This design comes from an exercise in tuning for small area and a short achievable clock period on the open sky130 flow, not from production work. Power figures rest on the tool's default switching activity, not on a simulated workload.

## CPU
module CPU(
	input logic clk,
	input logic [15:0] inM,
	input logic [15:0] instruction,
	input logic reset,
	output logic [15:0] outM,
	output logic writeM,
	output logic [14:0] addressM,
	output logic [14:0] pc
);
Size: roughly 480 cells after synthesis, ~47 flip-flops, ~3500 um^2 of cells after synthesis.
==> module CPU, before the edit <==
module CPU(
	input logic clk,
	input logic [15:0] inM,
	input logic [15:0] instruction,
	input logic reset,
	output logic [15:0] outM,
	output logic writeM,
	output logic [14:0] addressM,
	output logic [14:0] pc
);
	logic [15:0] A, D;
	logic [14:0] PC;
	wire c  = instruction[15];
	wire am = instruction[12];
	wire zx = instruction[11];
	wire nx = instruction[10];
	wire zy = instruction[9];
	wire ny = instruction[8];
	wire f  = instruction[7];
	wire no = instruction[6];
	wire [15:0] x = ({16{~zx}} & D) ^ {16{nx}};
	wire [15:0] y = ((am ? inM : A) & {16{~zy}}) ^ {16{ny}};
	wire [15:0] g = x & y;
	wire [15:0] p = x ^ y;
	wire [15:0] gf = g & {16{f}};
	wire g0 = gf[1] | (p[1] & gf[0]);
	wire p0 = p[1] & p[0];
	wire g1 = gf[3] | (p[3] & gf[2]);
	wire p1 = p[3] & p[2];
	wire g2 = gf[5] | (p[5] & gf[4]);
	wire p2 = p[5] & p[4];
	wire g3 = gf[7] | (p[7] & gf[6]);
	wire p3 = p[7] & p[6];
	wire g4 = gf[9] | (p[9] & gf[8]);
	wire p4 = p[9] & p[8];
	wire g5 = gf[11] | (p[11] & gf[10]);
	wire p5 = p[11] & p[10];
	wire g6 = gf[13] | (p[13] & gf[12]);
	wire p6 = p[13] & p[12];
	wire g7 = gf[15] | (p[15] & gf[14]);
	wire p7 = p[15] & p[14];
	wire g8 = gf[2] | (p[2] & g0);
	wire p8 = p[2] & p0;
	wire g9 = g1 | (p1 & g0);
	wire p9 = p1 & p0;
	wire g10 = gf[6] | (p[6] & g2);
	wire p10 = p[6] & p2;
	wire g11 = g3 | (p3 & g2);
	wire p11 = p3 & p2;
	wire g12 = gf[10] | (p[10] & g4);
	wire p12 = p[10] & p4;
	wire g13 = g5 | (p5 & g4);
	wire p13 = p5 & p4;
	wire g14 = gf[14] | (p[14] & g6);
	wire p14 = p[14] & p6;
	wire g15 = g7 | (p7 & g6);
	wire p15 = p7 & p6;
	wire g16 = gf[4] | (p[4] & g9);
	wire p16 = p[4] & p9;
	wire g17 = g2 | (p2 & g9);
	wire p17 = p2 & p9;
	wire g18 = g10 | (p10 & g9);
	wire p18 = p10 & p9;
	wire g19 = g11 | (p11 & g9);
	wire p19 = p11 & p9;
	wire g20 = gf[12] | (p[12] & g13);
	wire p20 = p[12] & p13;
	wire g21 = g6 | (p6 & g13);
	wire p21 = p6 & p13;
	wire g22 = g14 | (p14 & g13);
	wire p22 = p14 & p13;
	wire g23 = g15 | (p15 & g13);
	wire p23 = p15 & p13;
	wire g24 = gf[8] | (p[8] & g19);
	wire p24 = p[8] & p19;
	wire g25 = g4 | (p4 & g19);
	wire p25 = p4 & p19;
	wire g26 = g12 | (p12 & g19);
	wire p26 = p12 & p19;
	wire g27 = g13 | (p13 & g19);
	wire p27 = p13 & p19;
	wire g28 = g20 | (p20 & g19);
	wire p28 = p20 & p19;
	wire g29 = g21 | (p21 & g19);
	wire p29 = p21 & p19;
	wire g30 = g22 | (p22 & g19);
	wire p30 = p22 & p19;
	wire g31 = g23 | (p23 & g19);
	wire p31 = p23 & p19;
	wire [15:0] cin = {g30, g29, g28, g27, g26, g25, g24, g19, g18, g17, g16, g9, g8, g0, gf[0], 1'b0};
	wire [15:0] t = (f ? p : g) ^ {16{no}};
	assign outM = t ^ cin;
	wire zr = (outM == 16'd0);
	wire ng = outM[15];
	wire jmp = c & ((instruction[2] & ng) | (instruction[1] & zr) | (instruction[0] & ~ng & ~zr));
	always_ff @(posedge clk) begin
		if (~c) A <= {1'b0, instruction[14:0]};
		else if (instruction[5]) A <= outM;
		if (c & instruction[4]) D <= outM;
		if (reset) PC <= 15'd0;
		else if (jmp) PC <= A[14:0];
		else PC <= PC + 15'd1;
	end
	assign writeM = c & instruction[3];
	assign addressM = A[14:0];
	assign pc = PC;
endmodule
clock: 12.5 ns
lec_check: 0
cap_margin: 20
core_margin: 2
core_utilization: 40
setup_slack_margin: 4.5
slew_margin: 20
standard.sh (not shown) runs the stock make flow with config.mk's settings and CLKGATE_MAP_FILE= SYNTH_SCRIPT=/design/flow/synth_recipe.tcl, a recipe that flattens the netlist after the stock synthesis.
==> flow/flow/run.sh <==
#!/bin/bash
# Layout flow: the standard ORFS flow (standard.sh) with two changes:
#  - synthesis maps the logic with the ABC script in flow/abc.script
#    (ORFS's synth.tcl otherwise unchanged; same -nofsm -noshare, flatten and renames)
#  - port buffers are sky130_fd_sc_hd__buf_1 instead of the default choice
set -euo pipefail
W=$PWD
sed "s#log_cmd abc {\*}\$abc_args#log_cmd abc {*}[lreplace \$abc_args 1 1 $W/flow/abc.script]#" \
  "$FLOW_HOME/scripts/synth.tcl" > "$W/synth_custom.tcl"
grep -q "flow/abc.script" "$W/synth_custom.tcl"
sed "s#\$::env(SCRIPTS_DIR)/synth.tcl#$W/synth_custom.tcl#" synth_recipe.tcl > "$W/synth_top.tcl"
grep -q "synth_custom.tcl" "$W/synth_top.tcl"
EXTRA=()
if [[ -f flow/make_args.txt ]]; then mapfile -t EXTRA < <(grep -v '^\s*$' flow/make_args.txt); fi
bash standard.sh SYNTH_SCRIPT="$W/synth_top.tcl" \
  "BUFFER_PORTS_ARGS=-buffer_cell sky130_fd_sc_hd__buf_1" "${EXTRA[@]}" finish > "$W/flow.log" 2>&1
==> flow/flow/abc.script <==
strash; dch; map -a; topo; stime -c
==> flow/flow/make_args.txt <==
ADDER_MAP_FILE=
The first run ran to the end with no violations.
Change:
--- a/flow/design.v
+++ b/flow/design.v
@@ -19,9 +19,21 @@
 	wire f  = instruction[7];
 	wire no = instruction[6];
-	wire [15:0] x = ({16{~zx}} & D) ^ {16{nx}};
-	wire [15:0] y = ((am ? inM : A) & {16{~zy}}) ^ {16{ny}};
+	wire kx0 = c & ~(zx ^ nx);
+	wire kx1 = c & nx;
+	wire kI  = ~c;
+	wire ky0 = c & ~(zy ^ ny);
+	wire ky1 = c & ny;
+	wire kM0 = ky0 & am;
+	wire kM1 = ky1 & am;
+	wire kA0 = ky0 & ~am;
+	wire kA1 = ky1 & ~am;
+	wire fe  = f | ~c;
+	wire noe = no & c;
+	wire [15:0] xi = {1'b0, instruction[14:0]};
+	wire [15:0] x = (D & {16{kx0}}) | (~D & {16{kx1}}) | (xi & {16{kI}});
+	wire [15:0] y = (A & {16{kA0}}) | (~A & {16{kA1}}) | (inM & {16{kM0}}) | (~inM & {16{kM1}});
 	wire [15:0] g = x & y;
 	wire [15:0] p = x ^ y;
-	wire [15:0] gf = g & {16{f}};
+	wire [15:0] gf = g & {16{fe}};
 	wire g0 = gf[1] | (p[1] & gf[0]);
 	wire p0 = p[1] & p[0];
@@ -89,5 +101,5 @@
 	wire p31 = p23 & p19;
 	wire [15:0] cin = {g30, g29, g28, g27, g26, g25, g24, g19, g18, g17, g16, g9, g8, g0, gf[0], 1'b0};
-	wire [15:0] t = (f ? p : g) ^ {16{no}};
+	wire [15:0] t = (fe ? p : g) ^ {16{noe}};
 	assign outM = t ^ cin;
 	wire zr = (outM == 16'd0);
@@ -95,6 +107,5 @@
 	wire jmp = c & ((instruction[2] & ng) | (instruction[1] & zr) | (instruction[0] & ~ng & ~zr));
 	always_ff @(posedge clk) begin
-		if (~c) A <= {1'b0, instruction[14:0]};
-		else if (instruction[5]) A <= outM;
+		if (~c | instruction[5]) A <= outM;
 		if (c & instruction[4]) D <= outM;
 		if (reset) PC <= 15'd0;
Outcome:
- clock-buffer cell count went down by 2
- core utilization went up by 2.7 points
- worst setup slack is worse by 120 ps
- non-clock buffer count went up by 16
- total power went up by 16%
- global-route usage went up by 2.6 points
- cell area went up by 0.49%
- synthesized area went down by 4.3%
- first-iteration DRC count went up by 34%
- cell count went down by 0.75%
- critical path depth is unchanged
- die area went down by 4.1%
- routed wire length went up by 12%
- fmax went down by 1.5%
No functional check of the RTL was part of any run of this note.

== main ==
The RTL this note starts from:
==> flow/design.v <==
module CPU(
	input logic clk,
	input logic [15:0] inM,
	input logic [15:0] instruction,
	input logic reset,
	output logic [15:0] outM,
	output logic writeM,
	output logic [14:0] addressM,
	output logic [14:0] pc
);
	logic [15:0] A, D;
	logic [14:0] PC;
	wire c  = instruction[15];
	wire am = instruction[12];
	wire zx = instruction[11];
	wire nx = instruction[10];
	wire zy = instruction[9];
	wire ny = instruction[8];
	wire f  = instruction[7];
	wire no = instruction[6];
	wire [15:0] x = ({16{~zx}} & D) ^ {16{nx}};
	wire [15:0] y = ((am ? inM : A) & {16{~zy}}) ^ {16{ny}};
	wire [15:0] g = x & y;
	wire [15:0] p = x ^ y;
	wire [15:0] gf = g & {16{f}};
	logic [15:0] G [0:4];
	logic [15:0] P [0:4];
	assign G[0] = gf;
	assign P[0] = p;
	for (genvar l = 0; l < 4; l++) begin : lvl
		for (genvar i = 0; i < 16; i++) begin : bitn
			if ((i >> l) & 1) begin : comb
				localparam int j = ((i >> l) << l) - 1;
				assign G[l+1][i] = G[l][i] | (P[l][i] & G[l][j]);
				assign P[l+1][i] = P[l][i] & P[l][j];
			end else begin : pass
				assign G[l+1][i] = G[l][i];
				assign P[l+1][i] = P[l][i];
			end
		end
	end
	wire [15:0] cin = {G[4][14:0], 1'b0};
	wire [15:0] t = (f ? p : g) ^ {16{no}};
	assign outM = t ^ cin;
	wire zr = (outM == 16'd0);
	wire ng = outM[15];
	wire jmp = c & ((instruction[2] & ng) | (instruction[1] & zr) | (instruction[0] & ~ng & ~zr));
	always_ff @(posedge clk) begin
		if (~c) A <= {1'b0, instruction[14:0]};
		else if (instruction[5]) A <= outM;
		if (c & instruction[4]) D <= outM;
		if (reset) PC <= 15'd0;
		else if (jmp) PC <= A[14:0];
		else PC <= PC + 15'd1;
	end
	assign writeM = c & instruction[3];
	assign addressM = A[14:0];
	assign pc = PC;
endmodule
export LEC_CHECK = 0
export CAP_MARGIN = 20
export CORE_MARGIN = 2
export CORE_UTILIZATION = 40
export SETUP_SLACK_MARGIN = 4.5
export SLEW_MARGIN = 20
create_clock -name core_clock -period 12.5 [get_ports {clk}]
==> flow/flow/make_args.txt <==
Scripts as last shown in full above: flow/flow/run.sh, flow/flow/abc.script
main went all the way through synthesis, placement and routing and the layout is clean on timing, DRC and antenna.
Here is what was changed in the inputs of the feature branch compared with main.
diff --git a/flow/design.v b/flow/design.v
--- a/flow/design.v
+++ b/flow/design.v
@@ -9,19 +9,20 @@
 	output logic [14:0] pc
 );
 	logic [15:0] A, D;
 	logic [14:0] PC;
 	wire c  = instruction[15];
 	wire am = instruction[12];
-	wire zx = instruction[11];
-	wire nx = instruction[10];
-	wire zy = instruction[9];
-	wire ny = instruction[8];
-	wire f  = instruction[7];
-	wire no = instruction[6];
-	wire [15:0] x = ({16{~zx}} & D) ^ {16{nx}};
+	wire zx = instruction[11] & c;
+	wire nx = instruction[10] & c;
+	wire zy = instruction[9] | ~c;
+	wire ny = instruction[8] & c;
+	wire f  = instruction[7] | ~c;
+	wire no = instruction[6] & c;
+	wire [15:0] xd = c ? (D & {16{~zx}}) : {1'b0, instruction[14:0]};
+	wire [15:0] x = xd ^ {16{nx}};
 	wire [15:0] y = ((am ? inM : A) & {16{~zy}}) ^ {16{ny}};
 	wire [15:0] g = x & y;
 	wire [15:0] p = x ^ y;
 	wire [15:0] gf = g & {16{f}};
 	logic [15:0] G [0:4];
 	logic [15:0] P [0:4];
@@ -43,14 +44,13 @@
 	wire [15:0] t = (f ? p : g) ^ {16{no}};
 	assign outM = t ^ cin;
 	wire zr = (outM == 16'd0);
 	wire ng = outM[15];
 	wire jmp = c & ((instruction[2] & ng) | (instruction[1] & zr) | (instruction[0] & ~ng & ~zr));
 	always_ff @(posedge clk) begin
-		if (~c) A <= {1'b0, instruction[14:0]};
-		else if (instruction[5]) A <= outM;
+		if (~c | instruction[5]) A <= outM;
 		if (c & instruction[4]) D <= outM;
 		if (reset) PC <= 15'd0;
 		else if (jmp) PC <= A[14:0];
 		else PC <= PC + 15'd1;
 	end
 	assign writeM = c & instruction[3];
### Flow results
- Changes observed in the feature branch relative to main: worst setup margin now sits higher; post-placement worst setup slack increased by 0.34 ns relative to the old numbers; register clock-pin slew on the reported worst setup and hold paths has remained practically unchanged.
- Final period demand of the worst path on the feature branch is down relative to main.
- Re area share of fa/ha/maj cells after synthesis: main and the feature branch aren't equal, and the lower value belongs to main.
- The final layout from main, which completed every stage, passed the timing, design-rule and antenna checks at the end of the flow.
- Every stage of the flow completed for the feature branch, and the final layout passed the timing, design-rule and antenna checks.
- Taking the feature branch as 1.0, main lands at 1.09 on HPWL after detailed placement.
- Looking at share of the clock period used by the worst path after layout, the feature branch sits 0.38 points below main.
- Global placer's final weighted congestion in the feature branch is about 6.6% below main.
Function was not checked in any run of this note: the RTL went through the layout flow alone.

-- static timing again, ports no longer ideal --
The results above use ideal ports. As a check the final layouts listed here were re-extracted and re-timed, cells and wires unchanged.
Step 1 assumes that a clkbuf_16 drives the clock port and a buf_2 every other input.
Step 2 adds t to the input delays and takes it off the output delays; t is the mean of the earliest and latest rising clock arrival at the registers after step 1. Input paths then give back, and output paths get back, about the clock's delay inside the block.
a / b / c = ideal ports / drivers / drivers and shift; a / b = the first two.
| run | t (ns) | setup slack, ns | pins driven straight from the clock port |
|---|---|---|---|
| the first run of note 1 | 0.327 | 4.763 / 4.734 / 4.734 | 1 |
| the second run of note 1 | 0.336 | 4.646 / 4.620 / 4.620 | 1 |
| main | 0.338 | 4.603 / 4.565 / 4.565 | 1 |
| the feature branch | 0.340 | 4.651 / 4.616 / 4.616 | 1 |
After both steps setup and hold are still met in every run listed. The setup slack of main, which loses most, moves by -0.038 ns with the drivers and by -0.038 ns with both steps.
